From an optimization exercise on the open Yosys and OpenROAD flow, aimed at small area, a short achievable clock period and few clock cycles; shortcuts taken in it are not production practice.
At most, simulation tests tie the RTL to the original design; equivalence was not proved.
The RTL of runs 1 and 2 was laid out without a check of its function.
Power figures rest on the tool's default switching activity, not on a simulated workload.

==> flow/design.v <==
module microprocessor(
					input [7:0]data_in,
					input Enter,
					input Reset,
					input Clock,
					input testStart,
					input prog_we,
					input [4:0]prog_addr,
					output [7:0]dataOut,
					output Halt,
					output in_wait);
reg [7:0]  mem [0:31];
reg [31:0] pco;		 
reg [2:0]  op;		 
reg        f_ld, f_st, f_ari, f_in, f_hlt, f_jz, f_jp;	 
reg [31:0] ado;		 
reg        iv;		 
reg        m0_stale;	 
reg [7:0]  a;
reg [7:0] d;		 
reg [7:0] f;		 
reg       fwd;		 
integer k;
always @(*) begin
	d = 8'd0;
	f = 8'd0;
	fwd = 1'b0;
	for (k = 0; k < 32; k = k + 1) begin
		d = d | (mem[k] & {8{ado[k]}});
		f = f | (mem[k] & {8{pco[k]}});
		fwd = fwd | (ado[k] & pco[k]);
	end
end
wire taken  = (f_jz & a == 8'd0) | (f_jp & ~a[7]);
wire hold   = f_hlt | (f_in & ~(Enter & iv));
wire run    = ~Reset & ~m0_stale;		 
wire step   = run & ~hold;
wire [7:0] x = a ^ {8{op[0]}};
wire [7:0] g0 = x & d;
wire [7:0] p0 = x ^ d;
wire [7:0] g1, p1, g2, p2, g3;
genvar j;
generate
	for (j = 0; j < 8; j = j + 1) begin : pre
		if (j >= 1) begin
			assign g1[j] = g0[j] | (p0[j] & g0[j-1]);
			assign p1[j] = p0[j] & p0[j-1];
		end else begin
			assign g1[j] = g0[j];
			assign p1[j] = p0[j];
		end
		if (j >= 2) begin
			assign g2[j] = g1[j] | (p1[j] & g1[j-2]);
			assign p2[j] = p1[j] & p1[j-2];
		end else begin
			assign g2[j] = g1[j];
			assign p2[j] = p1[j];
		end
		if (j >= 4)
			assign g3[j] = g2[j] | (p2[j] & g2[j-4]);
		else
			assign g3[j] = g2[j];
	end
endgenerate
wire [7:0] carry = {g3[6:0], 1'b0};
wire [7:0] sum = p0 ^ carry ^ {8{op[0]}};
assign dataOut = a;
assign Halt    = iv & f_hlt;
assign in_wait = iv & f_in;
always @(posedge Clock or posedge Reset)
	if (Reset) begin
		iv <= 1'b0;
		a  <= 8'd0;
	end else begin
		iv <= 1'b1;
		if (step) begin
			if (f_ld)
				a <= d;
			else if (f_ari)
				a <= sum;
			else if (f_in)
				a <= data_in;
		end
	end
wire [7:0] ir_next = ~run ? mem[0] : (taken ? d : (f_st & fwd ? a : f));
always @(posedge Clock) begin
	m0_stale <= Reset & (testStart | (prog_we & prog_addr == 5'd0));
	if (Reset)
		pco <= 32'd2;
	else if (step)
		pco <= taken ? {ado[30:0], ado[31]} : {pco[30:0], pco[31]};
	if (~run | ~hold) begin
		op  <= ir_next[7:5];
		f_ld  <= ir_next[7:5] == 3'd0;
		f_st  <= ir_next[7:5] == 3'd1;
		f_ari <= ir_next[7:6] == 2'b01;
		f_in  <= ir_next[7:5] == 3'd4;
		f_jz  <= ir_next[7:5] == 3'd5;
		f_jp  <= ir_next[7:5] == 3'd6;
		f_hlt <= ir_next[7:5] == 3'd7;
		ado <= 32'd1 << ir_next[4:0];
	end
end
function [7:0] boot;
	input [4:0] n;
	case (n)
	5'd0:  boot = 8'h80; 5'd1:  boot = 8'h3E; 5'd2:  boot = 8'h80; 5'd3:  boot = 8'h3F;
	5'd4:  boot = 8'h1E; 5'd5:  boot = 8'h7F; 5'd6:  boot = 8'hB0; 5'd7:  boot = 8'hCC;
	5'd8:  boot = 8'h1F; 5'd9:  boot = 8'h7E; 5'd10: boot = 8'h3F; 5'd11: boot = 8'hC4;
	5'd12: boot = 8'h1E; 5'd13: boot = 8'h7F; 5'd14: boot = 8'h3E; 5'd15: boot = 8'hC4;
	5'd16: boot = 8'h1E; default: boot = 8'hFF;
	endcase
endfunction
wire [7:0] wd = prog_we ? data_in : a;
integer i;
always @(posedge Clock)
	for (i = 0; i < 32; i = i + 1)
		if ((prog_we & prog_addr == i) | (f_st & ado[i] & run))
			mem[i] <= wd;
		else if (testStart & i < 18)
			mem[i] <= boot(i);
endmodule
==> flow/run.sh <==
#!/bin/bash
# synth_recipe.tcl (not shown) runs the flow's synth.tcl, then flattens the netlist and writes it again
# the make line also repeats each setting of config.mk as NAME=value (left out here)
make -C /OpenROAD-flow-scripts/flow DESIGN_CONFIG=/design/flow/config.mk WORK_HOME=/design/flow/orfs CLKGATE_MAP_FILE= SYNTH_SCRIPT=/design/flow/synth_recipe.tcl finish
==> flow/config.mk <==
export PLATFORM = sky130hd
export DESIGN_NAME = microprocessor
export DESIGN_NICKNAME = microprocessor
export VERILOG_FILES = /design/flow/design.v
export SDC_FILE = /design/flow/constraint.sdc
export NUM_CORES = 4
export LEC_CHECK = 0
export CAP_MARGIN = 20
export CORE_MARGIN = 2
export CORE_UTILIZATION = 40
export SETUP_SLACK_MARGIN = 3.5
export SLEW_MARGIN = 20
==> flow/constraint.sdc <==
create_clock -name core_clock -period 7.0 [get_ports {Clock}]
set_input_delay 1.4000 -clock core_clock [delete_from_list [all_inputs] [get_ports {Clock}]]
set_output_delay 1.4000 -clock core_clock [all_outputs]
set_load 0.01 [all_outputs]
==> results of run 1 <==
## metrics by stage
step	hold WS, ns	setup WS, ns	area (µm²)
after floorplan	0.5852	3.743	15920
after detailed placement	0.6307	2.356	16830
final	0.6574	3.408	18640
after CTS	0.6490	3.402	18430
after global routing	0.7017	3.397	18640
after global placement	0.6477	2.400	16830
## what timing repair did
| action | in CTS | in global routing |
|---|---|---|
| endpoints found under the hold margin | 0 | 0 |
| gates resized for setup | 12 | 45 |
| endpoints found under the setup margin | 296 | 115 |
| setup buffers | 33 | 4 |
| pin swaps | 6 | 7 |
## flip-flops by register name, indices dropped and copies added (netlist names)
signal and count:
m0_stale 1, f_jp 1, f_hlt 1, f_in 1, mem 256, ado 32
f_ari 1, a 8, f_jz 1, pco 32, f_ld 1, f_st 1
op 1, iv 1
## layer usage
metal  part of all wire, %  vias to the layer above  wire length (µm)  GRT usage, %
met2                    40                     1372             31830         53.68
li1                      -                     5407                 -             -
met3                    16                      419             12780         17.96
met1                    35                     6825             28310         48.48
met4                   8.4                        4              6709         24.06
met5                  0.15                        -               118         1.905
## logic make-up after synthesis
| logic type | after synthesis | share of synthesized area [%] |
|---|---|---|
| adder cells (fa/ha/maj) | 7 | 0.5972 |
| AO/OA/AOI/OAI | 398 | 18.21 |
| buffers and inverters | 126 | 3.520 |
| other | 1 | 0.02355 |
| multiplexers | 44 | 2.782 |
| flip-flops | 338 | 61.39 |
| AND/OR/NAND/NOR | 414 | 12.49 |
| XOR/XNOR | 18 | 0.9901 |
## layout make-up
class                      count  area (µm²)
timing repair buffer         121        1111
sequential                   338        9774
clock buffer                  46        1045
clock inverter                24       192.7
multi-input combinational    882        5791
inverter                      18       67.56
antenna                        1       2.502
fill                        3532       20910
tap                          525       656.9
## Yosys cell counts (5+ instances only)
library cell / number / area share (%)
sky130_fd_sc_hd__dfrtp_1: 9 / 1.4
sky130_fd_sc_hd__a22oi_1: 285 / 13
sky130_fd_sc_hd__buf_1: 6 / 0.14
sky130_fd_sc_hd__clkbuf_1: 69 / 1.6
sky130_fd_sc_hd__buf_4: 6 / 0.28
sky130_fd_sc_hd__or2_2: 7 / 0.28
sky130_fd_sc_hd__nand2_1: 113 / 2.7
sky130_fd_sc_hd__nand4_1: 69 / 2.7
sky130_fd_sc_hd__nor4_1: 14 / 0.55
sky130_fd_sc_hd__mux2i_1: 42 / 2.6
sky130_fd_sc_hd__ha_1: 6 / 0.47
sky130_fd_sc_hd__a222oi_1: 7 / 0.44
sky130_fd_sc_hd__nand2b_1: 27 / 1.1
sky130_fd_sc_hd__edfxtp_1: 296 / 56
sky130_fd_sc_hd__and2_1: 9 / 0.35
sky130_fd_sc_hd__dfxtp_1: 33 / 4.1
sky130_fd_sc_hd__buf_2: 22 / 0.69
sky130_fd_sc_hd__buf_6: 5 / 0.35
sky130_fd_sc_hd__or4_1: 5 / 0.24
sky130_fd_sc_hd__nor3_1: 8 / 0.25
sky130_fd_sc_hd__nor2b_1: 5 / 0.20
sky130_fd_sc_hd__a22o_1: 18 / 0.99
sky130_fd_sc_hd__inv_1: 18 / 0.42
sky130_fd_sc_hd__nand3_1: 34 / 1.1
sky130_fd_sc_hd__nor2_1: 114 / 2.7
sky130_fd_sc_hd__xor2_1: 10 / 0.55
sky130_fd_sc_hd__a21oi_1: 19 / 0.60
sky130_fd_sc_hd__xnor2_1: 8 / 0.44
sky130_fd_sc_hd__o21ai_0: 49 / 1.5
## worst max-delay path, cell delays in order (launching register included)
cell and delay (ns):
sky130_fd_sc_hd__dfxtp_1 0.66, sky130_fd_sc_hd__a22oi_1 0.72, sky130_fd_sc_hd__nand4_1 0.27, sky130_fd_sc_hd__nor4_1 0.73, sky130_fd_sc_hd__a21oi_1 0.16, sky130_fd_sc_hd__a222oi_1 0.28
sky130_fd_sc_hd__buf_4 0.22, sky130_fd_sc_hd__nand2b_1 0.19, sky130_fd_sc_hd__nor2_1 0.07
## report_power, final
group / switching (µW) / total, µW / internal, µW
clock network: 869 / 2020 / 1150
logic: 2080 / 3170 / 1090
registers: 370 / 2870 / 2500
total: 3320 / 8060 / 4740
## worst paths after layout
| path | from | endpoint | slack [ns] | cells after the start |
|---|---|---|---|---|
| min in group asynchronous | Reset | a[3] | 1.35 | 2 |
| max reg2reg | pco[3] | ado[27] | 3.41 | 8 |
| max | pco[3] | ado[27] | 3.41 | 8 |
| min | a[5] | a[5] | 0.66 | 2 |
| max in group asynchronous | Reset | iv | 5.35 | 2 |
| min reg2reg | a[5] | a[5] | 0.66 | 2 |
==> metrics.log, run 1 <==
[metrics] flop and latch count out of synthesis: 338
[metrics] ys async rst share: 2.663%
[metrics] Port Buffer Count: 27
[metrics] required time at the worst-slack endpoint: 7.30 ns
[metrics] critical path launch point type: flop
[metrics] number of vias after detailed routing: 14.03k
[metrics] clock transition at the register clock pins on the worst setup and hold paths after CTS: 0.06 ns
[metrics] area added between synthesis and finish: 17.07%
[metrics] leakage: 0.005887 µW
[metrics] post-layout utilization of the core: 47.13%
[metrics] post-synthesis instance area: 0.01592 mm²
[metrics] type of destination of the critical path: flop
[metrics] share of synthesized area occupied by flip-flops and latches: 61.39%
[metrics] Worst Path Arrival: 3.89 ns
[metrics] Chip Width: 203.5 µm
[metrics] initial standard-cell utilization of the core: 40.26%
[metrics] Hold Vio Cnt, Final: 0
[metrics] number of max-cap violations: 0
[metrics] Final Non-Filler Cells: 1955
[metrics] worst clock skew: 0.01406 ns
[metrics] num ports: 28
[metrics] Yosys warnings: 2
[metrics] post-synthesis net count: 1371
[metrics] number of hold buffers added after CTS: 0
[metrics] Primary FF master, synth: sky130_fd_sc_hd__edfxtp_1
[metrics] highest net fanout along the worst path: 11
[metrics] Synth Area per Inst: 11.83 µm²
[metrics] final setup violating endpoints: 0
[metrics] most frequent standard cell in the layout excluding fill and tap cells: sky130_fd_sc_hd__edfxtp_1
[metrics] antenna violations before repair: 1
[metrics] clock root buffer: sky130_fd_sc_hd__clkbuf_16
[metrics] clock buffer depth: 3
[metrics] placer congestion estimate: 1.092
[metrics] number of cells produced by synthesis: 1346
[metrics] fraction of final layout cells with drive strength greater than 1: 14.56%
[metrics] DRC violation total after the first TritonRoute iteration: 2706
[metrics] critical path type: flop to flop
[metrics] VDD IR max: 0.0002422 V
[metrics] vias per cell: 7.175
[metrics] total detailed-routing wirelength: 79750 µm
[metrics] TritonCTS Buffers: 38
[metrics] sink count of the clock tree: 338
[metrics] number of max-slew violations in the final report: 0
[metrics] H-tree levels: 2
[metrics] global route total overflow: 0
[metrics] Fmax achieved: 278.4 MHz
[metrics] Setup TNS: 0 ns
[metrics] pin count of the biggest net entering global routing: 63
[metrics] classification of the worst-slack hold path: flop to flop
[metrics] Post-synth EDFFs: 296
[metrics] cell row count: 73
[metrics] insertion delay of the later-clocked pin in the worst-skew pair: 0.57 ns
[metrics] Power, Total: 8060 µW
[metrics] Post-DP HPWL: 53620 µm
[metrics] cell count after placement: 1847
[metrics] crit path time final: 3.592 ns
[metrics] layout net count: 1424
[metrics] Cell variety after synth: 51
[metrics] number of design rule violations left after detail routing: 0
[metrics] final routed wire length divided by cell count: 40.79 µm
[metrics] share of the clock period used by the worst path: 51.32%
[metrics] vias in the first global route: 13.06k
[metrics] outcome: no timing/DRC/antenna violations
[metrics] measured slew at the worst slew-check pin: 1.164 ns
[metrics] Die Area: 0.04142 mm²
[metrics] Core ar.: 0.03955 mm²
[metrics] CTS tree: yes
[metrics] RSZ-0062 raised after global routing: true
[metrics] die height: 203.5 µm
[metrics] worst relative slew slack: 21.71%
[metrics] count of nets left with antenna violations after detail routing: 0
[metrics] power density over cell area: 432.4 mW/mm²
[metrics] gr usage total: 38.68%
[metrics] most frequent cells in the layout: 296 x sky130_fd_sc_hd__edfxtp_1, 278 x sky130_fd_sc_hd__a22oi_1, 113 x sky130_fd_sc_hd__nand2_1
[metrics] number of iterations in the first detailed-routing pass: 7
[metrics] wire length of the first global-routing pass: 107800 µm
==> inputs of run 2 (changes only) <==
--- a/flow/config.mk
+++ b/flow/config.mk
@@ -8,5 +8,5 @@
 export CAP_MARGIN = 20
 export CORE_MARGIN = 2
 export CORE_UTILIZATION = 40
-export SETUP_SLACK_MARGIN = 3.5
+export SETUP_SLACK_MARGIN = 4.5
 export SLEW_MARGIN = 20
==> run 2 against run 1 <==
Against the previous run:
- register-to-register slack improved by 0.03 ns
- clock power rose by 5%
- sequential share of layout area fell by 6.1 points
- first-iteration DRC count rose by 15%
- largest power group unchanged
- still clean on timing, DRC and antenna
==> metrics.log, run 2 <==
[metrics] top flop regs: mem (256), ado (32), pco (32) (unchanged)
[metrics] total detailed-routing wirelength: 91320 µm (was 79750 µm)
[metrics] Synth Area per Inst: 11.83 µm² (unchanged)
[metrics] CTS tree: yes (unchanged)
[metrics] post-synthesis instance area: 0.01592 mm² (unchanged)
[metrics] RSZ-0062 raised after global routing: true (unchanged)
[metrics] number of hold buffers added after CTS: 0 (unchanged)
[metrics] measured slew at the worst slew-check pin: 1.050 ns (was 1.164 ns)
[metrics] cell row count: 73 (unchanged)
[metrics] clock root buffer: sky130_fd_sc_hd__clkbuf_16 (unchanged)
[metrics] internal power component: 5430 µW (was 4739 µW)
[metrics] share of synthesized area occupied by flip-flops and latches: 61.39% (unchanged)
[metrics] combinational group share of total power: 46.5% (was 39.4%)
[metrics] Worst Path Buf+Inv: 1 (unchanged)
[metrics] final setup violating endpoints: 0 (unchanged)
[metrics] number of cells produced by synthesis: 1346 (unchanged)
[metrics] number of max-slew violations in the final report: 0 (unchanged)
[metrics] antenna violations before repair: 4 (was 1)
[metrics] Final Non-Filler Cells: 2096 (was 1955)
[metrics] worst-path cell with the longest stage delay: sky130_fd_sc_hd__or4_4 (was sky130_fd_sc_hd__nor4_1)
[metrics] global route total overflow: 0 (unchanged)
[metrics] power density over cell area: 440.9 mW/mm² (was 432.4 mW/mm²)
[metrics] num ports: 28 (unchanged)
[metrics] sink count of the clock tree: 338 (unchanged)
[metrics] wire length of the first global-routing pass: 121300 µm (was 107800 µm)
[metrics] number of design rule violations left after detail routing: 0 (unchanged)
[metrics] count of nets left with antenna violations after detail routing: 0 (unchanged)
[metrics] clock transition at the register clock pins on the worst setup and hold paths after CTS: 0.06 ns (about the same)
[metrics] most common cell in the synthesized netlist: sky130_fd_sc_hd__edfxtp_1 (unchanged)
[metrics] DRC violation total after the first TritonRoute iteration: 3120 (was 2706)
[metrics] critical path launch point type: flop (unchanged)
[metrics] Fmax achieved: 281.0 MHz (was 278.4 MHz)
[metrics] largest reg by FF count: mem (unchanged)
[metrics] H-tree levels: 2 (unchanged)
[metrics] cell type contributing the most total cell area after synthesis: sky130_fd_sc_hd__edfxtp_1 (unchanged)
[metrics] Hold Vio Cnt, Final: 0 (unchanged)
[metrics] outcome: no timing/DRC/antenna violations (unchanged)
[metrics] vias per cell: 7.179 (was 7.175)
[metrics] fraction of power consumed by the clock network: 22.9% (was 25.0%)
[metrics] crit path cell chain: buf_6, a22oi_2, nand4_1, or4_4, ha_4, a21o_1, a21o_1, nor2b_4, o311a_1, or3_1, a311oi_1 (was a22oi_1, nand4_1, nor4_1, a21oi_1, a222oi_1, buf_4, nand2b_1, nor2_1)
[metrics] Chip Width: 203.5 µm (unchanged)
[metrics] most frequent cells in the layout: 296 x sky130_fd_sc_hd__edfxtp_1, 247 x sky130_fd_sc_hd__a22oi_1, 144 x sky130_fd_sc_hd__buf_4 (was 296 x sky130_fd_sc_hd__edfxtp_1, 278 x sky130_fd_sc_hd__a22oi_1, 113 x sky130_fd_sc_hd__nand2_1)
[metrics] worst clock skew: 0.02731 ns (was 0.01406 ns)
[metrics] cell types with the highest counts after synthesis: 296 x sky130_fd_sc_hd__edfxtp_1, 285 x sky130_fd_sc_hd__a22oi_1, 114 x sky130_fd_sc_hd__nor2_1 (unchanged)
[metrics] number of vias after detailed routing: 15.05k (was 14.03k)
[metrics] Core ar.: 0.03955 mm² (unchanged)
[metrics] crit path time final: 3.558 ns (was 3.592 ns)
[metrics] Hold WS: 0.7090 ns (was 0.6574 ns)
[metrics] leakage: 0.007136 µW (was 0.005887 µW)
[metrics] origin of the critical flop-to-flop path: ado[6] (was pco[3])
[metrics] highest net fanout along the worst path: 12 (was 11)
[metrics] Primary FF master, synth: sky130_fd_sc_hd__edfxtp_1 (unchanged)
[metrics] Yosys warnings: 2 (unchanged)
[metrics] launching element of the worst setup path: ado[6] (was pco[3])
[metrics] flop and latch count out of synthesis: 338 (unchanged)
[metrics] Switching Fraction: 41.75% (was 41.21%)
[metrics] final routed wire length divided by cell count: 43.57 µm (was 40.79 µm)
[metrics] VDD IR max: 0.0003063 V (was 0.0002422 V)
[metrics] type of destination of the critical path: flop (unchanged)
[metrics] Setup TNS: 0 ns (unchanged)
[metrics] most frequent standard cell in the layout excluding fill and tap cells: sky130_fd_sc_hd__edfxtp_1 (unchanged)
[metrics] switching component of the power: 3891 µW (was 3321 µW)
[metrics] ys async rst share: 2.663% (unchanged)
[metrics] TritonCTS Buffers: 40 (was 38)
[metrics] Hold Crit Start: pco[3] (was a[5])
[metrics] number of iterations in the first detailed-routing pass: 9 (was 7)
[metrics] placer congestion estimate: 1.072 (was 1.092)
[metrics] power share of the sequential group: 30.6% (was 35.6%)
[metrics] Post-synth EDFFs: 296 (unchanged)
[metrics] classification of the worst-slack hold path: flop to flop (unchanged)
[metrics] initial standard-cell utilization of the core: 40.26% (unchanged)
[metrics] Post-DP HPWL: 58410 µm (was 53620 µm)
[metrics] Cell variety after synth: 51 (unchanged)
[metrics] gr usage total: 44.00% (was 38.68%)
[metrics] min setup slack post-route: 3.442 ns (was 3.408 ns)
[metrics] Port Buffer Count: 27 (unchanged)
[metrics] Most common cell on crit path: sky130_fd_sc_hd__a21o_1
[metrics] pin count of the biggest net entering global routing: 63 (unchanged)
[metrics] highest cell delay on the worst timing path: 0.63 ns (was 0.73 ns)
[metrics] worst relative slew slack: 29.33% (was 21.71%)
[metrics] required time at the worst-slack endpoint: 7.48 ns (was 7.30 ns)
[metrics] Power, Total: 9321 µW (was 8060 µW)
[metrics] area share of the largest cell type after synthesis: 55.82% (unchanged)
[metrics] cell count after placement: 1858 (was 1847)
[metrics] worst reg-to-reg setup slack: 3.44 ns (was 3.41 ns)
[metrics] clock buffer depth: 3 (unchanged)
[metrics] post-synthesis net count: 1371 (unchanged)
[metrics] flip-flop count of the largest register after layout: 256 (unchanged)
[metrics] share of the clock period used by the worst path: 50.84% (was 51.32%)
[metrics] die height: 203.5 µm (unchanged)
[metrics] insertion delay of the later-clocked pin in the worst-skew pair: 0.59 ns (was 0.57 ns)
[metrics] cell family contributing the most delay on the critical path: simple AND/OR/NAND/NOR gates (unchanged)
[metrics] number of max-cap violations: 0 (unchanged)
[metrics] Die Area: 0.04142 mm² (unchanged)
[metrics] fraction of final layout cells with drive strength greater than 1: 31.63% (was 14.56%)
[metrics] top area cells in the synthesized netlist: sky130_fd_sc_hd__edfxtp_1 56%, sky130_fd_sc_hd__a22oi_1 13%, sky130_fd_sc_hd__dfxtp_1 4.1% (unchanged)
[metrics] Worst Path Arrival: 4.04 ns (was 3.89 ns)
[metrics] vias in the first global route: 13.94k (was 13.06k)
[metrics] worst setup slack after placement: 2.957 ns (was 2.356 ns)
[metrics] area added between synthesis and finish: 32.78% (was 17.07%)
[metrics] critical path type: flop to flop (unchanged)
[metrics] layout net count: 1564 (was 1424)
[run 2: cell counts after synthesis]
No cell type changed its count.
[run 2: what timing repair did]
| action | in CTS | in global routing |
|---|---|---|
| pin swaps | 56 | 19 |
| buffers inserted | 144 | 14 |
| endpoints found under the setup margin | 619 | 243 |
| gates cloned | 5 | 1 |
| gates resized for setup | 235 | 47 |
[run 2: logic make-up after synthesis]
family	Yosys count	share of synthesized area (%)
AND/OR/NAND/NOR	414	12.49
AO/OA/AOI/OAI	398	18.21
flip-flops	338	61.39
buffers and inverters	126	3.520
multiplexers	44	2.782
XOR/XNOR	18	0.9901
adder cells (fa/ha/maj)	7	0.5972
other	1	0.02355
[run 2: area by class of cell]
type,instances,area [µm²]
Antenna cell,3,7.507
Clock buffer,44,1037
Clock inverter,27,256.5
Fill cell,3293,18410
Inverter,18,96.34
Multi-Input combinational cell,887,6728
Sequential cell,338,9789
Tap cell,525,656.9
Timing Repair Buffer,254,2570
[run 2: layer usage]
layer | track usage, % | part of all wire, % | up-vias
met2 | 59.97 | 40 | 1555
met5 | 0.3571 | 0.020 | -
li1 | - | - | 5707
met1 | 56.78 | 35 | 7366
met3 | 17.82 | 17 | 417
met4 | 30.27 | 8.6 | 2
[run 2: power groups by stage]
stage               Clock [µW]  Sequential (µW)  Combinational (µW)
CTS                       2130             2810                3860
finish                    2130             2860                4330
global placement             0             2890                2940
global route              2200             2840                4370
floorplan                    0             2650                1830
detailed placement           0             2880                2930
[run 2: stage by stage]
stage               area (µm²)  utilization (%)
floorplan                16740                -
global placement         17500            44.26
detailed placement       17500            44.26
CTS                      20820            52.63
global route             21130            53.44
finish                   21140            53.46
[run 2: final timing paths]
| kind | endpoint | depth (start not counted) |
|---|---|---|
| max reg2reg | a[7] | 11 |
| max in group asynchronous | iv | 3 |
| min | pco[3] | 3 |
| max | a[7] | 11 |
| min reg2reg | pco[3] | 3 |
| min in group asynchronous | a[7] | 2 |
[run 2: worst reg2reg max path, delay by kind of cell (launching register included)]
kind	cells	cell delay, ns
AO/OA/AOI/OAI	5	1.19
adder cells (fa/ha/maj)	1	0.28
buffers and inverters	1	0.19
flip-flops	1	0.38
AND/OR/NAND/NOR	4	1.42
==> inputs of run 3 (changes only) <==
--- a/flow/design.v
+++ b/flow/design.v
@@ -17,6 +17,8 @@
 reg        iv;		 
 reg        m0_stale;	 
 reg [7:0]  a;
+reg [7:0]  a_o;		 
+reg        halt_o, wait_o;	 
 reg [7:0] d;		 
 reg [7:0] f;		 
 reg       fwd;		 
@@ -64,32 +66,43 @@
 endgenerate
 wire [7:0] carry = {g3[6:0], 1'b0};
 wire [7:0] sum = p0 ^ carry ^ {8{op[0]}};
-assign dataOut = a;
-assign Halt    = iv & f_hlt;
-assign in_wait = iv & f_in;
+assign dataOut = a_o;
+assign Halt    = halt_o;
+assign in_wait = wait_o;
+wire [7:0] a_next = f_ld ? d : (f_ari ? sum : data_in);
+wire       a_load = step & (f_ld | f_ari | f_in);
+wire [7:0] ir_next = ~run ? mem[0] : (taken ? d : (f_st & fwd ? a : f));
+wire       ir_load = ~run | ~hold;
 always @(posedge Clock or posedge Reset)
 	if (Reset) begin
-		iv <= 1'b0;
-		a  <= 8'd0;
+		iv     <= 1'b0;
+		a_o    <= 8'd0;
+		halt_o <= 1'b0;
+		wait_o <= 1'b0;
 	end else begin
 		iv <= 1'b1;
-		if (step) begin
-			if (f_ld)
-				a <= d;
-			else if (f_ari)
-				a <= sum;
-			else if (f_in)
-				a <= data_in;
+		if (a_load)
+			a_o <= a_next;
+		if (ir_load) begin
+			halt_o <= ir_next[7:5] == 3'd7;
+			wait_o <= ir_next[7:5] == 3'd4;
+		end else begin
+			halt_o <= f_hlt;
+			wait_o <= f_in;
 		end
 	end
-wire [7:0] ir_next = ~run ? mem[0] : (taken ? d : (f_st & fwd ? a : f));
+always @(posedge Clock)
+	if (Reset)
+		a <= 8'd0;
+	else if (a_load)
+		a <= a_next;
 always @(posedge Clock) begin
 	m0_stale <= Reset & (testStart | (prog_we & prog_addr == 5'd0));
 	if (Reset)
 		pco <= 32'd2;
 	else if (step)
 		pco <= taken ? {ado[30:0], ado[31]} : {pco[30:0], pco[31]};
-	if (~run | ~hold) begin
+	if (ir_load) begin
 		op  <= ir_next[7:5];
 		f_ld  <= ir_next[7:5] == 3'd0;
 		f_st  <= ir_next[7:5] == 3'd1;
--- a/flow/config.mk
+++ b/flow/config.mk
@@ -7,6 +7,8 @@
 export LEC_CHECK = 0
 export CAP_MARGIN = 20
 export CORE_MARGIN = 2
-export CORE_UTILIZATION = 40
-export SETUP_SLACK_MARGIN = 4.5
+export CORE_UTILIZATION = 45
+export CTS_CLUSTER_DIAMETER = 100
+export CTS_CLUSTER_SIZE = 20
+export SETUP_SLACK_MARGIN = 4.0
 export SLEW_MARGIN = 20
==> run 3 against run 2 <==
Against the previous run:
- critical path depth is the same
- sequential power is essentially flat
- first-iteration DRC count shrank 7.1%
- critical path type unchanged
- design area shrank 5.8%
- sequential share of layout area grew 3.8 points
- clock power shrank 38%
- clock skew shrank 0.0026 ns
- global-route usage grew 1.5 points
- highest routed layer unchanged
- sequential cell count grew 10
- routed wire length shrank 4.1%
- utilization grew 1.3 points
- combinational power shrank 5.3%
- critical endpoint is now a[6]
==> metrics.log, run 3 <==
[metrics] parity-gate share of the synthesized area counting xor and xnor cells: 1.010% (was 0.9901%)
[metrics] number of design rule violations left after detail routing: 0 (unchanged)
[metrics] top area cells in the synthesized netlist: sky130_fd_sc_hd__edfxtp_1 54%, sky130_fd_sc_hd__a22oi_1 9.6%, sky130_fd_sc_hd__dfxtp_1 5.2% (was sky130_fd_sc_hd__edfxtp_1 56%, sky130_fd_sc_hd__a22oi_1 13%, sky130_fd_sc_hd__dfxtp_1 4.1%)
[metrics] measured slew at the worst slew-check pin: 1.165 ns (was 1.050 ns)
[metrics] Chip Width: 195.4 µm (was 203.5 µm)
[metrics] pin count of the biggest net entering global routing: 64 (was 63)
[metrics] Fmax achieved: 296.1 MHz (was 281.0 MHz)
[metrics] flop and latch count out of synthesis: 348 (was 338)
[metrics] TritonCTS Buffers: 21 (was 40)
[metrics] Final Non-Filler Cells: 1984 (was 2096)
[metrics] VDD IR max: 0.0002215 V (was 0.0003063 V)
[metrics] ys async rst share: 3.161% (was 2.663%)
[metrics] placer congestion estimate: 1.076 (was 1.072)
[metrics] area added between synthesis and finish: 20.86% (was 32.78%)
[metrics] Yosys warnings: 2 (unchanged)
[metrics] power density over cell area: 415.8 mW/mm² (was 440.9 mW/mm²)
[metrics] critical path launch point type: flop (unchanged)
[metrics] Setup TNS: 0 ns (unchanged)
[metrics] H-tree levels: 1 (was 2)
[metrics] post-synthesis instance area: 0.01648 mm² (was 0.01592 mm²)
[metrics] insertion delay of the later-clocked pin in the worst-skew pair: 0.57 ns (was 0.59 ns)
[metrics] required time at the worst-slack endpoint: 7.46 ns (was 7.48 ns)
[metrics] vias per cell: 7.573 (was 7.179)
[metrics] layout net count: 1526 (was 1564)
[metrics] die height: 195.4 µm (was 203.5 µm)
[metrics] RSZ-0062 raised after global routing: true (unchanged)
[metrics] portion of netlist area occupied by mux cells: 2.749% (was 2.782%)
[metrics] area occupied by multi-input gates: 0.007038 mm² (was 0.006728 mm²)
[metrics] number of cells produced by synthesis: 1416 (was 1346)
[metrics] worst reg-to-reg setup slack: 3.62 ns (was 3.44 ns)
[metrics] wire length of the first global-routing pass: 117000 µm (was 121300 µm)
[metrics] flip-flop count of the largest register after layout: 256 (unchanged)
[metrics] gr usage total: 45.46% (was 44.00%)
[metrics] fraction of final layout cells with drive strength greater than 1: 23.30% (was 31.63%)
[metrics] Hold Crit Start: a_o[3] (was pco[3])
[metrics] area of all sequential standard cells: 0.009971 mm² (was 0.009789 mm²)
[metrics] worst clock skew: 0.02475 ns (was 0.02731 ns)
[metrics] launching element of the worst setup path: ado[6] (unchanged)
[metrics] number of max-slew violations in the final report: 0 (unchanged)
[metrics] total detailed-routing wirelength: 87560 µm (was 91320 µm)
[metrics] vias in the first global route: 13.83k (was 13.94k)
[metrics] cell types with the highest counts after synthesis: 294 x sky130_fd_sc_hd__edfxtp_1, 210 x sky130_fd_sc_hd__a22oi_1, 141 x sky130_fd_sc_hd__nor2_1 (was 296 x sky130_fd_sc_hd__edfxtp_1, 285 x sky130_fd_sc_hd__a22oi_1, 114 x sky130_fd_sc_hd__nor2_1)
[metrics] Power, Total: 8280 µW (was 9321 µW)
[metrics] most frequent cells in the layout: 294 x sky130_fd_sc_hd__edfxtp_1, 197 x sky130_fd_sc_hd__a22oi_1, 115 x sky130_fd_sc_hd__nand2_1 (was 296 x sky130_fd_sc_hd__edfxtp_1, 247 x sky130_fd_sc_hd__a22oi_1, 144 x sky130_fd_sc_hd__buf_4)
[metrics] cell count after placement: 1867 (was 1858)
[metrics] largest reg by FF count: mem (unchanged)
[metrics] Port Buffer Count: 27 (unchanged)
[metrics] antenna violations before repair: 2 (was 4)
[metrics] sink count of the clock tree: 348 (was 338)
[metrics] final setup violating endpoints: 0 (unchanged)
[metrics] leakage: 0.006453 µW (was 0.007136 µW)
[metrics] worst relative slew slack: 22.10% (was 29.33%)
[metrics] Worst Path Arrival: 3.84 ns (was 4.04 ns)
[metrics] number of hold buffers added after CTS: 0 (unchanged)
[metrics] Post-DP HPWL: 59080 µm (was 58410 µm)
[metrics] num ports: 28 (unchanged)
[metrics] largest family of logic cells by synthesized area: compound AO/OA/AOI/OAI gates (unchanged)
[metrics] crit path time final: 3.378 ns (was 3.558 ns)
[metrics] type of destination of the critical path: flop (unchanged)
[metrics] Layout fillers: 3072 (was 3293)
[metrics] fraction of the mapped netlist area in adder cells: 0.5316% (was 0.5972%)
[metrics] complex-gate fraction of the synthesized area: 19.26% (was 18.21%)
[metrics] Die Area: 0.03816 mm² (was 0.04142 mm²)
[metrics] classification of the worst-slack hold path: flop to flop (unchanged)
[metrics] global route total overflow: 0 (unchanged)
[metrics] highest net fanout along the worst path: 5 (was 12)
[metrics] cell row count: 70 (was 73)
[metrics] cell type contributing the most total cell area after synthesis: sky130_fd_sc_hd__edfxtp_1 (unchanged)
[metrics] clock buffer depth: 3 (unchanged)
[metrics] Post-synth EDFFs: 294 (was 296)
[metrics] Core ar.: 0.03635 mm² (was 0.03955 mm²)
[metrics] count of nets left with antenna violations after detail routing: 0 (unchanged)
[metrics] most frequent standard cell in the layout excluding fill and tap cells: sky130_fd_sc_hd__edfxtp_1 (unchanged)
[metrics] number of max-cap violations: 0 (unchanged)
[metrics] Hold Vio Cnt, Final: 0 (unchanged)
[metrics] critical path type: flop to flop (unchanged)
[metrics] most common cell in the synthesized netlist: sky130_fd_sc_hd__edfxtp_1 (unchanged)
[metrics] simple logic cell fraction of the synthesized area: 12.89% (was 12.49%)
[metrics] final routed wire length divided by cell count: 44.13 µm (was 43.57 µm)
[metrics] clock transition at the register clock pins on the worst setup and hold paths after CTS: 0.10 ns (was 0.06 ns)
[metrics] number of vias after detailed routing: 15.03k (was 15.05k)
[metrics] share of synthesized area occupied by flip-flops and latches: 60.48% (was 61.39%)
[metrics] outcome: no timing/DRC/antenna violations (unchanged)
[metrics] post-layout utilization of the core: 54.79% (was 53.46%)
[metrics] CTS tree: yes (unchanged)
[metrics] top flop regs: mem (256), ado (32), pco (32) (unchanged)
[metrics] number of iterations in the first detailed-routing pass: 9 (unchanged)
[metrics] DRC violation total after the first TritonRoute iteration: 2897 (was 3120)
[metrics] post-synthesis net count: 1441 (was 1371)
[metrics] share of the clock period used by the worst path: 48.25% (was 50.84%)
[metrics] initial standard-cell utilization of the core: 45.33% (was 40.26%)
[metrics] clock root buffer: sky130_fd_sc_hd__clkbuf_16 (unchanged)
[metrics] Primary FF master, synth: sky130_fd_sc_hd__edfxtp_1 (unchanged)
[metrics] origin of the critical flop-to-flop path: ado[6] (unchanged)
[metrics] Synth Area per Inst: 11.64 µm² (was 11.83 µm²)
[metrics] area share of the largest cell type after synthesis: 53.58% (was 55.82%)
[metrics] Cell variety after synth: 59 (was 51)
[run 3: metrics by stage]
step                setup WS [ns]  instance area (µm²)  hold WS [ns]
finish                      3.622                19910        0.5021
global route                3.593                19910        0.5317
CTS                         3.762                19270        0.5091
detailed placement          2.192                17510        0.4862
global placement            2.300                17510        0.4771
floorplan                   3.771                16550        0.4525
[run 3: power by group]
part | total, µW | switching [µW] | internal (µW)
clock | 1330 | 735 | 591
combinational | 4100 | 2550 | 1550
sequential | 2860 | 331 | 2530
total | 8280 | 3610 | 4660
[run 3: critical path: stages (launching register included)]
cell and delay (ns):
sky130_fd_sc_hd__edfxtp_1 0.43, sky130_fd_sc_hd__buf_12 0.18, sky130_fd_sc_hd__a22o_1 0.23, sky130_fd_sc_hd__a221oi_2 0.30, sky130_fd_sc_hd__nand3_2 0.24, sky130_fd_sc_hd__or4_4 0.60
sky130_fd_sc_hd__ha_4 0.19, sky130_fd_sc_hd__or3_4 0.35, sky130_fd_sc_hd__a221o_1 0.29, sky130_fd_sc_hd__nand2_2 0.09, sky130_fd_sc_hd__mux2i_2 0.25, sky130_fd_sc_hd__o31ai_1 0.10
[run 3: path summary, 6_finish.rpt]
kind                               end  cells past startpoint
max in group asynchronous       halt_o                      3
min in group asynchronous       a_o[4]                      2
worst max-delay path              a[6]                     11
worst max register to register    a[6]                     11
worst min register to register  a_o[3]                      2
worst min-delay path            a_o[3]                      2
[run 3: layout make-up]
class / count / share of cell area (%)
antenna: 1 / 0.01257
clock buffer: 35 / 2.903
clock inverter: 2 / 0.1696
inverter: 19 / 0.3581
multi-input combinational: 938 / 35.34
sequential: 348 / 50.07
tap: 468 / 2.940
timing repair buffer: 173 / 8.206
[run 3: timing repair]
| item | CTS | global route |
|---|---|---|
| pin swaps | 36 | 40 |
| gates cloned | 1 | 0 |
| setup buffers | 53 | 25 |
| setup endpoints to repair | 640 | 110 |
| gates resized for setup | 151 | 106 |
[run 3: metal layers]
| layer | GRT usage [%] | up-vias | part of all wire (%) |
|---|---|---|---|
| met3 | 17.39 | 474 | 15 |
| li1 | - | 5726 | - |
| met4 | 34.66 | 2 | 11 |
| met5 | 0.5109 | - | 0.013 |
| met2 | 63.88 | 1448 | 40 |
| met1 | 56.50 | 7375 | 34 |
[run 3: logic make-up after synthesis]
| kind of cell | count (synthesis) |
|---|---|
| and+or+nand+nor | 447 |
| DFF | 348 |
| xor gates and xnor gates | 19 |
| muxes | 45 |
| other | 1 |
| adders and majority gates | 7 |
| buffers and inverters | 131 |
| AOI/OAI and AO/OA | 418 |
Testbench counts of run 3, summed over its fixed seeds: cycles 48,466.
==> inputs of run 4 (changes only) <==
--- a/flow/design.v
+++ b/flow/design.v
@@ -17,7 +17,6 @@
 reg        iv;		 
 reg        m0_stale;	 
 reg [7:0]  a;
-reg [7:0]  a_o;		 
 reg        halt_o, wait_o;	 
 reg [7:0] d;		 
 reg [7:0] f;		 
@@ -66,7 +65,7 @@
 endgenerate
 wire [7:0] carry = {g3[6:0], 1'b0};
 wire [7:0] sum = p0 ^ carry ^ {8{op[0]}};
-assign dataOut = a_o;
+assign dataOut = a;
 assign Halt    = halt_o;
 assign in_wait = wait_o;
 wire [7:0] a_next = f_ld ? d : (f_ari ? sum : data_in);
@@ -76,13 +75,10 @@
 always @(posedge Clock or posedge Reset)
 	if (Reset) begin
 		iv     <= 1'b0;
-		a_o    <= 8'd0;
 		halt_o <= 1'b0;
 		wait_o <= 1'b0;
 	end else begin
 		iv <= 1'b1;
-		if (a_load)
-			a_o <= a_next;
 		if (ir_load) begin
 			halt_o <= ir_next[7:5] == 3'd7;
 			wait_o <= ir_next[7:5] == 3'd4;
==> run 4 against run 3 <==
Against the previous run:
- utilization grew 1.8 points
- hold slack better by 0.015 ns
- count of clock-buffer cells in the layout is 1 higher
- combinational power up about 10%
- sequential cell count is 8 lower
- design area up 1.1%
- final cell count down 0.81%
==> metrics.log, run 4 <==
[metrics] number of iterations in the first detailed-routing pass: 9 (unchanged)
[metrics] Cell variety after synth: 65 (was 59)
[metrics] flop and latch count out of synthesis: 340 (was 348)
[metrics] number of vias after detailed routing: 14.66k (was 15.03k)
[metrics] required time at the worst-slack endpoint: 7.49 ns (was 7.46 ns)
[metrics] Die Area: 0.03773 mm² (was 0.03816 mm²)
[metrics] clock root buffer: sky130_fd_sc_hd__clkbuf_16 (unchanged)
[metrics] number of cells produced by synthesis: 1371 (was 1416)
[metrics] clock buffer depth: 3 (unchanged)
[metrics] CTS tree: yes (unchanged)
[metrics] crit path time final: 3.252 ns (was 3.378 ns)
[metrics] TritonCTS Buffers: 20 (was 21)
[metrics] Core ar.: 0.03557 mm² (was 0.03635 mm²)
[metrics] DRC violation total after the first TritonRoute iteration: 3230 (was 2897)
[metrics] sink count of the clock tree: 340 (was 348)
[metrics] Chip Width: 194.3 µm (was 195.4 µm)
[metrics] Hold Vio Cnt, Final: 0 (unchanged)
[metrics] share of synthesized area occupied by flip-flops and latches: 59.95% (was 60.48%)
[metrics] Primary FF master, synth: sky130_fd_sc_hd__edfxtp_1 (unchanged)
[metrics] outcome: no timing/DRC/antenna violations (unchanged)
[metrics] Port Buffer Count: 27 (unchanged)
[metrics] most frequent cells in the layout: 294 x sky130_fd_sc_hd__edfxtp_1, 212 x sky130_fd_sc_hd__a22oi_1, 131 x sky130_fd_sc_hd__buf_4 (was 294 x sky130_fd_sc_hd__edfxtp_1, 197 x sky130_fd_sc_hd__a22oi_1, 115 x sky130_fd_sc_hd__nand2_1)
[metrics] fraction of final layout cells with drive strength greater than 1: 25.76% (was 23.30%)
[metrics] Post-DP HPWL: 54590 µm (was 59080 µm)
[metrics] H-tree levels: 1 (unchanged)
[metrics] worst reg-to-reg setup slack: 3.75 ns (was 3.62 ns)
[metrics] Fmax achieved: 307.5 MHz (was 296.1 MHz)
[metrics] placer congestion estimate: 1.040 (was 1.076)
[metrics] top flop regs: mem (256), ado (32), pco (32) (unchanged)
[metrics] most frequent standard cell in the layout excluding fill and tap cells: sky130_fd_sc_hd__edfxtp_1 (unchanged)
[metrics] ys async rst share: 0.8824% (was 3.161%)
[metrics] final instance area: 0.02014 mm² (was 0.01991 mm²)
[metrics] critical path launch point type: flop (unchanged)
[metrics] routing usage on met2: 63.17% (was 63.88%)
[metrics] count of nets left with antenna violations after detail routing: 0 (unchanged)
[metrics] measured slew at the worst slew-check pin: 1.071 ns (was 1.165 ns)
[metrics] type of destination of the critical path: flop (unchanged)
[metrics] Yosys warnings: 2 (unchanged)
[metrics] wire length of the first global-routing pass: 114200 µm (was 117000 µm)
[metrics] worst relative slew slack: 28.35% (was 22.10%)
[metrics] flip-flop count of the largest register after layout: 256 (unchanged)
[metrics] vias in the first global route: 13.68k (was 13.83k)
[metrics] initial standard-cell utilization of the core: 45.79% (was 45.33%)
[metrics] power density over cell area: 422.6 mW/mm² (was 415.8 mW/mm²)
[metrics] final setup violating endpoints: 0 (unchanged)
[metrics] number of max-cap violations: 0 (unchanged)
[metrics] area share of the largest cell type after synthesis: 54.20% (was 53.58%)
[metrics] global route total overflow: 0 (unchanged)
[metrics] Setup TNS: 0 ns (unchanged)
[metrics] critical path type: flop to flop (unchanged)
[metrics] share of the clock period used by the worst path: 46.46% (was 48.25%)
[metrics] number of design rule violations left after detail routing: 0 (unchanged)
[metrics] cell type contributing the most total cell area after synthesis: sky130_fd_sc_hd__edfxtp_1 (unchanged)
[metrics] post-placement cell area: 0.01743 mm² (was 0.01751 mm²)
[metrics] clock transition at the register clock pins on the worst setup and hold paths after CTS: 0.09 ns (was 0.10 ns)
[metrics] met3 Track Usage GR: 16.87% (was 17.39%)
[metrics] routing usage on met1: 56.83% (was 56.50%)
[metrics] layout net count: 1517 (was 1526)
[metrics] classification of the worst-slack hold path: flop to flop (unchanged)
[metrics] num ports: 28 (unchanged)
[metrics] die height: 194.3 µm (was 195.4 µm)
[metrics] number of hold buffers added after CTS: 0 (unchanged)
[metrics] worst clock skew: 0.01488 ns (was 0.02475 ns)
[metrics] gr usage total: 44.33% (was 45.46%)
[metrics] VDD IR max: 0.0004736 V (was 0.0002215 V)
[metrics] vias per cell: 7.449 (was 7.573)
[metrics] area added between synthesis and finish: 23.66% (was 20.86%)
[metrics] most common cell in the synthesized netlist: sky130_fd_sc_hd__edfxtp_1 (unchanged)
[metrics] cell row count: 69 (was 70)
[metrics] top area cells in the synthesized netlist: sky130_fd_sc_hd__edfxtp_1 54%, sky130_fd_sc_hd__a22oi_1 10%, sky130_fd_sc_hd__dfxtp_1 5.3% (was sky130_fd_sc_hd__edfxtp_1 54%, sky130_fd_sc_hd__a22oi_1 9.6%, sky130_fd_sc_hd__dfxtp_1 5.2%)
[metrics] highest net fanout along the worst path: 12 (was 5)
[metrics] total detailed-routing wirelength: 85070 µm (was 87560 µm)
[metrics] Post-synth EDFFs: 294 (unchanged)
[metrics] Synth Area per Inst: 11.88 µm² (was 11.64 µm²)
[metrics] number of max-slew violations in the final report: 0 (unchanged)
[metrics] largest reg by FF count: mem (unchanged)
[metrics] insertion delay of the later-clocked pin in the worst-skew pair: 0.57 ns (about the same)
[metrics] cell types with the highest counts after synthesis: 294 x sky130_fd_sc_hd__edfxtp_1, 223 x sky130_fd_sc_hd__a22oi_1, 112 x sky130_fd_sc_hd__nand2_1 (was 294 x sky130_fd_sc_hd__edfxtp_1, 210 x sky130_fd_sc_hd__a22oi_1, 141 x sky130_fd_sc_hd__nor2_1)
[metrics] post-synthesis net count: 1396 (was 1441)
[metrics] Worst Path Arrival: 3.74 ns (was 3.84 ns)
[metrics] leakage: 0.006587 µW (was 0.006453 µW)
[metrics] pin count of the biggest net entering global routing: 63 (was 64)
[metrics] post-synthesis instance area: 0.01629 mm² (was 0.01648 mm²)
[metrics] RSZ-0062 raised after global routing: true (unchanged)
[metrics] layer with the highest usage after global routing: met2 (unchanged)
[metrics] final routed wire length divided by cell count: 43.23 µm (was 44.13 µm)
[metrics] antenna violations before repair: 2 (unchanged)
[run 4: area by class of cell]
cell class	instances	area (µm²)
Antenna cell	1	2.502
Clock buffer	36	581.8
Fill cell	2936	15430
Inverter	15	63.81
Multi-Input combinational cell	898	6873
Sequential cell	340	9776
Tap cell	461	576.8
Timing Repair Buffer	216	2261
Timing Repair inverter	1	7.507
[run 4: power by group]
part / leakage (µW) / total, µW / internal [µW] / switching, µW
registers: 0.00307 / 2700 / 2480 / 224
clock network: 0.000277 / 1280 / 566 / 711
logic: 0.00324 / 4530 / 1770 / 2760
[run 4: worst paths after layout]
| kind | startpoint | end | cells past startpoint |
|---|---|---|---|
| setup reg to reg | ado[4] | a[6] | 9 |
| min in group asynchronous | Reset | wait_o | 2 |
| hold / removal | f_hlt | f_hlt | 1 |
| setup / recovery | ado[4] | a[6] | 9 |
| hold reg to reg | f_hlt | f_hlt | 1 |
| max in group asynchronous | Reset | iv | 2 |
[run 4: cells by family (layout without fill, tap and decap cells)]
kind of cell,after synthesis,count (layout),synth area share [%]
other cells,1,2,0.02302
fa+ha+maj,8,8,0.5991
simple gates,422,422,13.11
compound gates,403,403,19.14
flops,340,340,59.95
mux,46,46,2.835
buf+inv,133,268,3.388
xor+xnor,18,18,0.9679
[run 4: metrics by stage]
step	utilization, %	worst slack [ns]	total power, µW	hold slack [ns]	instances
global route	56.62	3.696	8656	0.5579	1967
finish	56.63	3.748	8512	0.5170	1968
detailed placement	49.00	2.521	5946	0.4920	1818
floorplan	-	3.858	4593	0.4584	1371
CTS	55.36	3.803	8046	0.5131	1942
global placement	49.00	2.576	5961	0.5059	1818
[run 4: timing repair]
action	CTS	global route
setup buffers	82	25
gates cloned	6	0
gates resized for setup	174	46
setup endpoints to repair	607	248
pin swaps	58	40
[run 4: worst max-delay path, stage by stage, from the launching register on]
cell	delay (ns)
sky130_fd_sc_hd__edfxtp_1	0.39
sky130_fd_sc_hd__buf_4	0.27
sky130_fd_sc_hd__a22oi_2	0.37
sky130_fd_sc_hd__nand4_1	0.39
sky130_fd_sc_hd__or4_4	0.62
sky130_fd_sc_hd__ha_1	0.36
sky130_fd_sc_hd__xnor2_1	0.23
sky130_fd_sc_hd__nor4b_1	0.30
sky130_fd_sc_hd__mux2i_1	0.13
sky130_fd_sc_hd__o21ai_0	0.09
[run 4: layer usage]
layer	vias up	part of all wire [%]
met5	-	0.047
met4	2	8.2
met3	389	16
met2	1461	41
met1	7153	34
li1	5654	-
Testbench counts of run 4, summed over its fixed seeds: cycles 48,466.
==> inputs of run 5 (changes only) <==
--- a/flow/config.mk
+++ b/flow/config.mk
@@ -7,8 +7,8 @@
 export LEC_CHECK = 0
 export CAP_MARGIN = 20
 export CORE_MARGIN = 2
-export CORE_UTILIZATION = 45
+export CORE_UTILIZATION = 50
 export CTS_CLUSTER_DIAMETER = 100
 export CTS_CLUSTER_SIZE = 20
-export SETUP_SLACK_MARGIN = 4.0
+export SETUP_SLACK_MARGIN = 4.2
 export SLEW_MARGIN = 20
==> run 5 against run 4 <==
Against the previous run:
- still clean
- utilization is 7.1 points higher
- die area shrank 9.8%
- count of clock-buffer cells in the layout is 1 lower
- register-to-register slack got worse by 0.02 ns
- global-route usage increased by 4.1 points
- hold slack improved by 0.066 ns
- final cell count is essentially flat
- clock skew grew 0.013 ns
- highest routed layer unchanged
==> metrics.log, run 5 <==
[metrics] outcome: no timing/DRC/antenna violations (unchanged)
[metrics] TritonCTS Buffers: 20 (unchanged)
[metrics] total detailed-routing wirelength: 83650 µm (was 85070 µm)
[metrics] area occupied by multi-input gates: 0.007311 mm² (was 0.006873 mm²)
[metrics] Port Buffer Count: 27 (unchanged)
[metrics] most common cell in the synthesized netlist: sky130_fd_sc_hd__edfxtp_1 (unchanged)
[metrics] most frequent standard cell in the layout excluding fill and tap cells: sky130_fd_sc_hd__edfxtp_1 (unchanged)
[metrics] Chip Width: 184.5 µm (was 194.3 µm)
[metrics] VDD IR max: 0.0003929 V (was 0.0004736 V)
[metrics] number of max-cap violations: 0 (unchanged)
[metrics] worst clock skew: 0.02801 ns (was 0.01488 ns)
[metrics] DRC violation total after the first TritonRoute iteration: 3595 (was 3230)
[metrics] wire length of the first global-routing pass: 110800 µm (was 114200 µm)
[metrics] number of cells produced by synthesis: 1371 (unchanged)
[metrics] Yosys warnings: 2 (unchanged)
[metrics] vias per cell: 7.776 (was 7.449)
[metrics] Final Non-Filler Cells: 1969 (was 1968)
[metrics] number of iterations in the first detailed-routing pass: 8 (was 9)
[metrics] Post-DP HPWL: 52580 µm (was 54590 µm)
[metrics] clock transition at the register clock pins on the worst setup and hold paths after CTS: 0.09 ns (about the same)
[metrics] cell row count: 66 (was 69)
[metrics] Hold Vio Cnt, Final: 0 (unchanged)
[metrics] number of design rule violations left after detail routing: 0 (unchanged)
[metrics] post-synthesis instance area: 0.01629 mm² (unchanged)
[metrics] min setup slack post-route: 3.731 ns (was 3.748 ns)
[metrics] sink count of the clock tree: 340 (unchanged)
[metrics] layout net count: 1534 (was 1517)
[metrics] initial standard-cell utilization of the core: 50.45% (was 45.79%)
[metrics] most frequent cells in the layout: 294 x sky130_fd_sc_hd__edfxtp_1, 202 x sky130_fd_sc_hd__a22oi_1, 144 x sky130_fd_sc_hd__buf_4 (was 294 x sky130_fd_sc_hd__edfxtp_1, 212 x sky130_fd_sc_hd__a22oi_1, 131 x sky130_fd_sc_hd__buf_4)
[metrics] Layout fillers: 2485 (was 2936)
[metrics] Cell variety after synth: 65 (unchanged)
[metrics] ys async rst share: 0.8824% (unchanged)
[metrics] clock root buffer: sky130_fd_sc_hd__clkbuf_16 (unchanged)
[metrics] Worst Path Arrival: 3.69 ns (was 3.74 ns)
[metrics] number of hold buffers added after CTS: 0 (unchanged)
[metrics] leakage: 0.006703 µW (was 0.006587 µW)
[metrics] Core ar.: 0.03229 mm² (was 0.03557 mm²)
[metrics] antenna violations before repair: 1 (was 2)
[metrics] measured slew at the worst slew-check pin: 0.8578 ns (was 1.071 ns)
[metrics] area added between synthesis and finish: 26.33% (was 23.66%)
[metrics] fraction of final layout cells with drive strength greater than 1: 30.33% (was 25.76%)
[metrics] gr usage total: 48.38% (was 44.33%)
[metrics] power density over cell area: 418.8 mW/mm² (was 422.6 mW/mm²)
[metrics] placer congestion estimate: 1.064 (was 1.040)
[metrics] insertion delay of the later-clocked pin in the worst-skew pair: 0.57 ns (about the same)
[metrics] post-placement cell area: 0.01752 mm² (was 0.01743 mm²)
[metrics] pin count of the biggest net entering global routing: 44 (was 63)
[metrics] share of the clock period used by the worst path: 46.70% (was 46.46%)
[metrics] Setup TNS: 0 ns (unchanged)
[metrics] top flop regs: mem (256), ado (32), pco (32) (unchanged)
[metrics] largest reg by FF count: mem (unchanged)
[metrics] worst relative slew slack: 42.81% (was 28.35%)
[metrics] worst setup slack after placement: 2.727 ns (was 2.521 ns)
[metrics] Fmax achieved: 305.9 MHz (was 307.5 MHz)
[metrics] critical path type: flop to flop (unchanged)
[metrics] final routed wire length divided by cell count: 42.49 µm (was 43.23 µm)
[metrics] post-synthesis net count: 1396 (unchanged)
[metrics] RSZ-0062 raised after global routing: true (unchanged)
[metrics] flip-flop count of the largest register after layout: 256 (unchanged)
[metrics] H-tree levels: 1 (unchanged)
[metrics] cell type contributing the most total cell area after synthesis: sky130_fd_sc_hd__edfxtp_1 (unchanged)
[metrics] cell count after placement: 1773 (was 1818)
[metrics] crit path time final: 3.269 ns (was 3.252 ns)
[metrics] Hold WS: 0.5825 ns (was 0.5170 ns)
[metrics] Die Area: 0.03404 mm² (was 0.03773 mm²)
[metrics] vias in the first global route: 13.87k (was 13.68k)
[metrics] cell types with the highest counts after synthesis: 294 x sky130_fd_sc_hd__edfxtp_1, 223 x sky130_fd_sc_hd__a22oi_1, 112 x sky130_fd_sc_hd__nand2_1 (unchanged)
[metrics] global route total overflow: 0 (unchanged)
[metrics] area share of the largest cell type after synthesis: 54.20% (unchanged)
[metrics] number of max-slew violations in the final report: 0 (unchanged)
[metrics] clock buffer depth: 3 (unchanged)
[metrics] final setup violating endpoints: 0 (unchanged)
[metrics] required time at the worst-slack endpoint: 7.42 ns (was 7.49 ns)
[metrics] Primary FF master, synth: sky130_fd_sc_hd__edfxtp_1 (unchanged)
[metrics] Post-synth EDFFs: 294 (unchanged)
[metrics] die height: 184.5 µm (was 194.3 µm)
[metrics] classification of the worst-slack hold path: flop to flop (unchanged)
[metrics] critical path launch point type: flop (unchanged)
[metrics] type of destination of the critical path: flop (unchanged)
[metrics] area of all sequential standard cells: 0.009797 mm² (was 0.009776 mm²)
[metrics] num ports: 28 (unchanged)
[metrics] highest net fanout along the worst path: 4 (was 12)
[metrics] final instance area: 0.02058 mm² (was 0.02014 mm²)
[metrics] number of vias after detailed routing: 15.31k (was 14.66k)
[metrics] share of synthesized area occupied by flip-flops and latches: 59.95% (unchanged)
[metrics] top area cells in the synthesized netlist: sky130_fd_sc_hd__edfxtp_1 54%, sky130_fd_sc_hd__a22oi_1 10%, sky130_fd_sc_hd__dfxtp_1 5.3% (unchanged)
[metrics] CTS tree: yes (unchanged)
[metrics] flop and latch count out of synthesis: 340 (unchanged)
[metrics] Synth Area per Inst: 11.88 µm² (unchanged)
[metrics] count of nets left with antenna violations after detail routing: 0 (unchanged)
run 5: final cells by class:
| type | count | area share (%) |
|---|---|---|
| flip-flops and latches | 340 | 47.61 |
| well taps | 442 | 2.688 |
| diodes | 4 | 0.04865 |
| multi-input cells | 902 | 35.53 |
| repair inverters | 2 | 0.07297 |
| repair buffers | 228 | 10.87 |
| clock buffers | 35 | 2.706 |
| clock inverters | 1 | 0.07905 |
| inverters | 15 | 0.3892 |
run 5: metrics by stage:
stage | power, µW | utilization, %
6_report | 8617 | 63.73
4_1_cts | 7931 | 61.79
3_3_place_gp | 5930 | 54.25
3_5_place_dp | 5939 | 54.25
2_1_floorplan | 4695 | -
5_1_grt | 8681 | 63.69
run 5: kinds of logic after synthesis:
logic type | after synthesis | share of synthesized area, %
flip-flops | 340 | 59.95
XOR/XNOR | 18 | 0.9679
AND/OR/NAND/NOR | 422 | 13.11
adder cells (fa/ha/maj) | 8 | 0.5991
other | 1 | 0.02302
AO/OA/AOI/OAI | 403 | 19.14
multiplexers | 46 | 2.835
buffers and inverters | 133 | 3.388
run 5: path summary, 6_finish.rpt:
path                       cells past startpoint  endpoint  startpoint  slack (ns)
hold / removal                                 2    wait_o        f_in        0.58
max in group asynchronous                      2    halt_o       Reset        5.49
setup / recovery                              10      a[5]      ado[8]        3.73
setup reg to reg                              10      a[5]      ado[8]        3.73
min in group asynchronous                      2    wait_o       Reset        1.17
hold reg to reg                                2    wait_o        f_in        0.58
run 5: worst max-delay path: stages (launching register included):
cell and delay, ns:
sky130_fd_sc_hd__edfxtp_1 0.40, sky130_fd_sc_hd__buf_4 0.18, sky130_fd_sc_hd__a22oi_2 0.30, sky130_fd_sc_hd__nand4_1 0.36, sky130_fd_sc_hd__or4_4 0.62, sky130_fd_sc_hd__ha_4 0.20
sky130_fd_sc_hd__o2111a_1 0.26, sky130_fd_sc_hd__o31ai_2 0.21, sky130_fd_sc_hd__a21oi_1 0.12, sky130_fd_sc_hd__o41ai_2 0.35, sky130_fd_sc_hd__a2111oi_2 0.12
run 5: report_power, final:
part | switching (µW) | total, µW | internal [µW]
combinational | 2740 | 4520 | 1790
sequential | 355 | 2840 | 2480
clock | 707 | 1260 | 548
run 5: repair_timing:
item | in CTS | in global routing
gates resized for setup | 214 | 54
cloned | 6 | 1
buffers inserted | 112 | 37
setup endpoints to repair | 642 | 239
pin swaps | 64 | 40
run 5: metal layers:
| metal | GRT usage, % | vias up | wire, µm |
|---|---|---|---|
| met3 | 22.07 | 561 | 14010 |
| met1 | 59.61 | 7295 | 27840 |
| met2 | 66.81 | 1738 | 33000 |
| met5 | 0.1481 | - | 199 |
| li1 | - | 5710 | - |
| met4 | 34.82 | 6 | 8602 |
==> inputs of run 6 (changes only) <==
--- a/flow/design.v
+++ b/flow/design.v
@@ -10,7 +10,8 @@
 					output Halt,
 					output in_wait);
 reg [7:0]  mem [0:31];
-reg [31:0] pco;		 
+reg [3:0]  pcl;		 
+reg [7:0]  pch;		 
 reg [2:0]  op;		 
 reg        f_ld, f_st, f_ari, f_in, f_hlt, f_jz, f_jp;	 
 reg [31:0] ado;		 
@@ -28,8 +29,8 @@
 	fwd = 1'b0;
 	for (k = 0; k < 32; k = k + 1) begin
 		d = d | (mem[k] & {8{ado[k]}});
-		f = f | (mem[k] & {8{pco[k]}});
-		fwd = fwd | (ado[k] & pco[k]);
+		f = f | (mem[k] & {8{pcl[k % 4] & pch[k / 4]}});
+		fwd = fwd | (ado[k] & pcl[k % 4] & pch[k / 4]);
 	end
 end
 wire taken  = (f_jz & a == 8'd0) | (f_jp & ~a[7]);
@@ -92,12 +93,27 @@
 		a <= 8'd0;
 	else if (a_load)
 		a <= a_next;
+reg [3:0] tl;
+reg [7:0] th;
+always @(*) begin
+	tl = 4'd0;
+	th = 8'd0;
+	for (k = 0; k < 32; k = k + 1) begin
+		tl[k % 4] = tl[k % 4] | ado[k];
+		th[k / 4] = th[k / 4] | ado[k];
+	end
+end
+wire [3:0] bl = taken ? tl : pcl;	 
+wire [7:0] bh = taken ? th : pch;
 always @(posedge Clock) begin
 	m0_stale <= Reset & (testStart | (prog_we & prog_addr == 5'd0));
-	if (Reset)
-		pco <= 32'd2;
-	else if (step)
-		pco <= taken ? {ado[30:0], ado[31]} : {pco[30:0], pco[31]};
+	if (Reset) begin
+		pcl <= 4'b0010;
+		pch <= 8'b00000001;
+	end else if (step) begin
+		pcl <= {bl[2:0], bl[3]};
+		pch <= bl[3] ? {bh[6:0], bh[7]} : bh;
+	end
 	if (ir_load) begin
 		op  <= ir_next[7:5];
 		f_ld  <= ir_next[7:5] == 3'd0;
--- a/flow/config.mk
+++ b/flow/config.mk
@@ -7,8 +7,8 @@
 export LEC_CHECK = 0
 export CAP_MARGIN = 20
 export CORE_MARGIN = 2
-export CORE_UTILIZATION = 50
+export CORE_UTILIZATION = 45
 export CTS_CLUSTER_DIAMETER = 100
 export CTS_CLUSTER_SIZE = 20
-export SETUP_SLACK_MARGIN = 4.2
+export SETUP_SLACK_MARGIN = 4.0
 export SLEW_MARGIN = 20
==> run 6 against run 5 <==
Against the previous run:
- total power shrank 9.7%
- critical path depth rose by 1
- routed wire length down 7.7%
- first-iteration DRC count is 9.0% lower
- clock power fell by 7%
- final cell count down 1.6%
- combinational power is 11% lower
- via count shrank 4.6%
- global-route usage decreased by 5.7 points
- critical endpoint unchanged
- largest power group unchanged
==> metrics.log, run 6 <==
[metrics] outcome: no timing/DRC/antenna violations (unchanged)
[metrics] number of vias after detailed routing: 14.61k (was 15.31k)
[metrics] final instance area: 0.01883 mm² (was 0.02058 mm²)
[metrics] pin count of the biggest net entering global routing: 42 (was 44)
[metrics] sink count of the clock tree: 320 (was 340)
[metrics] cell row count: 68 (was 66)
[metrics] Worst Path Arrival: 3.56 ns (was 3.69 ns)
[metrics] classification of the worst-slack hold path: flop to flop (unchanged)
[metrics] fraction of final layout cells with drive strength greater than 1: 21.77% (was 30.33%)
[metrics] gr usage total: 42.73% (was 48.38%)
[metrics] Worst Path Buf+Inv: 1 (unchanged)
[metrics] Primary FF master, synth: sky130_fd_sc_hd__edfxtp_1 (unchanged)
[metrics] area added between synthesis and finish: 18.50% (was 26.33%)
[metrics] number of cells produced by synthesis: 1386 (was 1371)
[metrics] end point of the worst hold path: wait_o (unchanged)
[metrics] number of max-slew violations in the final report: 0 (unchanged)
[metrics] Fmax achieved: 320.7 MHz (was 305.9 MHz)
[metrics] WHS Path Cells: 2 (unchanged)
[metrics] top area cells in the synthesized netlist: sky130_fd_sc_hd__edfxtp_1 56%, sky130_fd_sc_hd__a22oi_1 11%, sky130_fd_sc_hd__nand2_1 3.1% (was sky130_fd_sc_hd__edfxtp_1 54%, sky130_fd_sc_hd__a22oi_1 10%, sky130_fd_sc_hd__dfxtp_1 5.3%)
[metrics] flop and latch count out of synthesis: 320 (was 340)
[metrics] Core ar.: 0.03463 mm² (was 0.03229 mm²)
[metrics] Chip Width: 191.9 µm (was 184.5 µm)
[metrics] cell type contributing the most total cell area after synthesis: sky130_fd_sc_hd__edfxtp_1 (unchanged)
[metrics] TritonCTS Buffers: 19 (was 20)
[metrics] combinational group share of total power: 52.0% (was 52.5%)
[metrics] critical path type: flop to flop (unchanged)
[metrics] antenna violations before repair: 4 (was 1)
[metrics] clock root buffer: sky130_fd_sc_hd__clkbuf_16 (unchanged)
[metrics] crit path cell chain: buf_4, a22oi_1, nand4_1, or4_4, ha_4, and2_4, a32o_2, or3_4, a21oi_2, xnor2_1, a21oi_1 (was buf_4, a22oi_2, nand4_1, or4_4, ha_4, o2111a_1, o31ai_2, a21oi_1, o41ai_2, a2111oi_2)
[metrics] internal power component: 4300 µW (was 4818 µW)
[metrics] cell family contributing the most delay on the critical path: simple AND/OR/NAND/NOR gates (was compound AO/OA/AOI/OAI gates)
[metrics] origin of the critical flop-to-flop path: ado[28] (was ado[8])
[metrics] highest cell delay on the worst timing path: 0.62 ns (about the same)
[metrics] worst-path cell with the longest stage delay: sky130_fd_sc_hd__or4_4 (unchanged)
[metrics] power density over cell area: 413.2 mW/mm² (was 418.8 mW/mm²)
[metrics] Synth Area per Inst: 11.46 µm² (was 11.88 µm²)
[metrics] post-synthesis net count: 1411 (was 1396)
[metrics] Post-synth EDFFs: 294 (unchanged)
[metrics] vias per cell: 7.543 (was 7.776)
[metrics] number of max-cap violations: 0 (unchanged)
[metrics] fraction of power consumed by the clock network: 15.1% (was 14.6%)
[metrics] Hold Crit Start: f_in (unchanged)
[metrics] Yosys warnings: 2 (unchanged)
[metrics] type of destination of the critical path: flop (unchanged)
[metrics] number of iterations in the first detailed-routing pass: 10 (was 8)
[metrics] reg2reg end: a[5] (unchanged)
[metrics] leakage: 0.005992 µW (was 0.006703 µW)
[metrics] count of nets left with antenna violations after detail routing: 0 (unchanged)
[metrics] DRC violation total after the first TritonRoute iteration: 3271 (was 3595)
## run 6: cell types whose count changed after synthesis, sizes merged, moves of 12 or more
| cell | previous run | this run |
|---|---|---|
| mux2i | 45 | 17 |
| a221oi | 32 | 7 |
| a222oi | 0 | 22 |
| nand2 | 113 | 135 |
| nor2 | 102 | 123 |
| dfxtp | 43 | 23 |
| a22o | 41 | 22 |
| nor4 | 9 | 28 |
| o22ai | 0 | 18 |
| inv | 14 | 30 |
| nand4 | 50 | 36 |
| a21oi | 15 | 28 |
| o21ai | 47 | 35 |
## run 6: power by group through the flow
stage               clock network (µW)  logic (µW)  registers [µW]
detailed placement                   0        3290            2570
global route                      1240        4140            2570
finish                            1170        4040            2560
CTS                               1170        3610            2540
floorplan                            0        2110            2490
global placement                     0        3290            2570
## run 6: worst max-delay path by stage
stage	from	endpoint	slack, ns	cells past startpoint
after floorplan	Reset	ado[0]	3.73	10
after detailed placement	Reset	mem[2][6]	2.33	5
after CTS	Reset	ado[17]	3.93	9
after global routing	ado[9]	a[5]	3.78	12
after global placement	Reset	mem[2][7]	2.39	5
final	ado[28]	a[5]	3.88	11
## run 6: cell type report
type	count	area, µm²	share of cell area (%)
Antenna cell	3	7.507	0.03987
Clock buffer	33	528.0	2.804
Clock inverter	1	8.758	0.04651
Inverter	31	136.4	0.7243
Multi-Input combinational cell	930	6681	35.48
Sequential cell	320	9382	49.82
Tap cell	455	569.3	3.023
Timing Repair Buffer	164	1518	8.060
## run 6: per-layer routing
layer	vias to the layer above	track usage [%]	part of all wire, %
met3	440	17.52	16
met4	4	27.51	9.7
li1	5656	-	-
met2	1494	57.39	38
met1	7017	56.54	35
met5	-	0	0.057
## run 6: timing repair
| item | in CTS | in global routing |
|---|---|---|
| gates cloned | 2 | 0 |
| resized for setup | 105 | 43 |
| setup buffers | 51 | 26 |
| endpoints found under the setup margin | 473 | 123 |
| pin swaps | 46 | 22 |
## run 6: tightest hold or removal path, cell delays in order, from the launching register on
cell                      delay, ns
sky130_fd_sc_hd__dfxtp_1       0.37
sky130_fd_sc_hd__inv_1         0.08
sky130_fd_sc_hd__o32ai_2       0.07
## run 6: cells by family after synthesis
| kind of cell | share of synthesized area [%] |
|---|---|
| flops | 58.93 |
| compound gates | 20.82 |
| mux | 1.638 |
| other cells | 0.02360 |
| simple gates | 13.19 |
| fa+ha+maj | 0.6142 |
| buf+inv | 3.795 |
| xor+xnor | 0.9921 |
## run 6: per-stage QoR
stage                     total power (µW)  hold WS [ns]  instances  setup slack [ns]
after floorplan                       4595        0.4607       1386             3.727
after global placement                5858        0.4808       1821             2.392
after detailed placement              5860        0.4974       1821             2.331
after CTS                             7324        0.5569       1908             3.934
after global routing                  7955        0.5948       1935             3.785
final                                 7780        0.5629       1937             3.882
Testbench counts of run 6, summed over its fixed seeds: cycles 48,466.
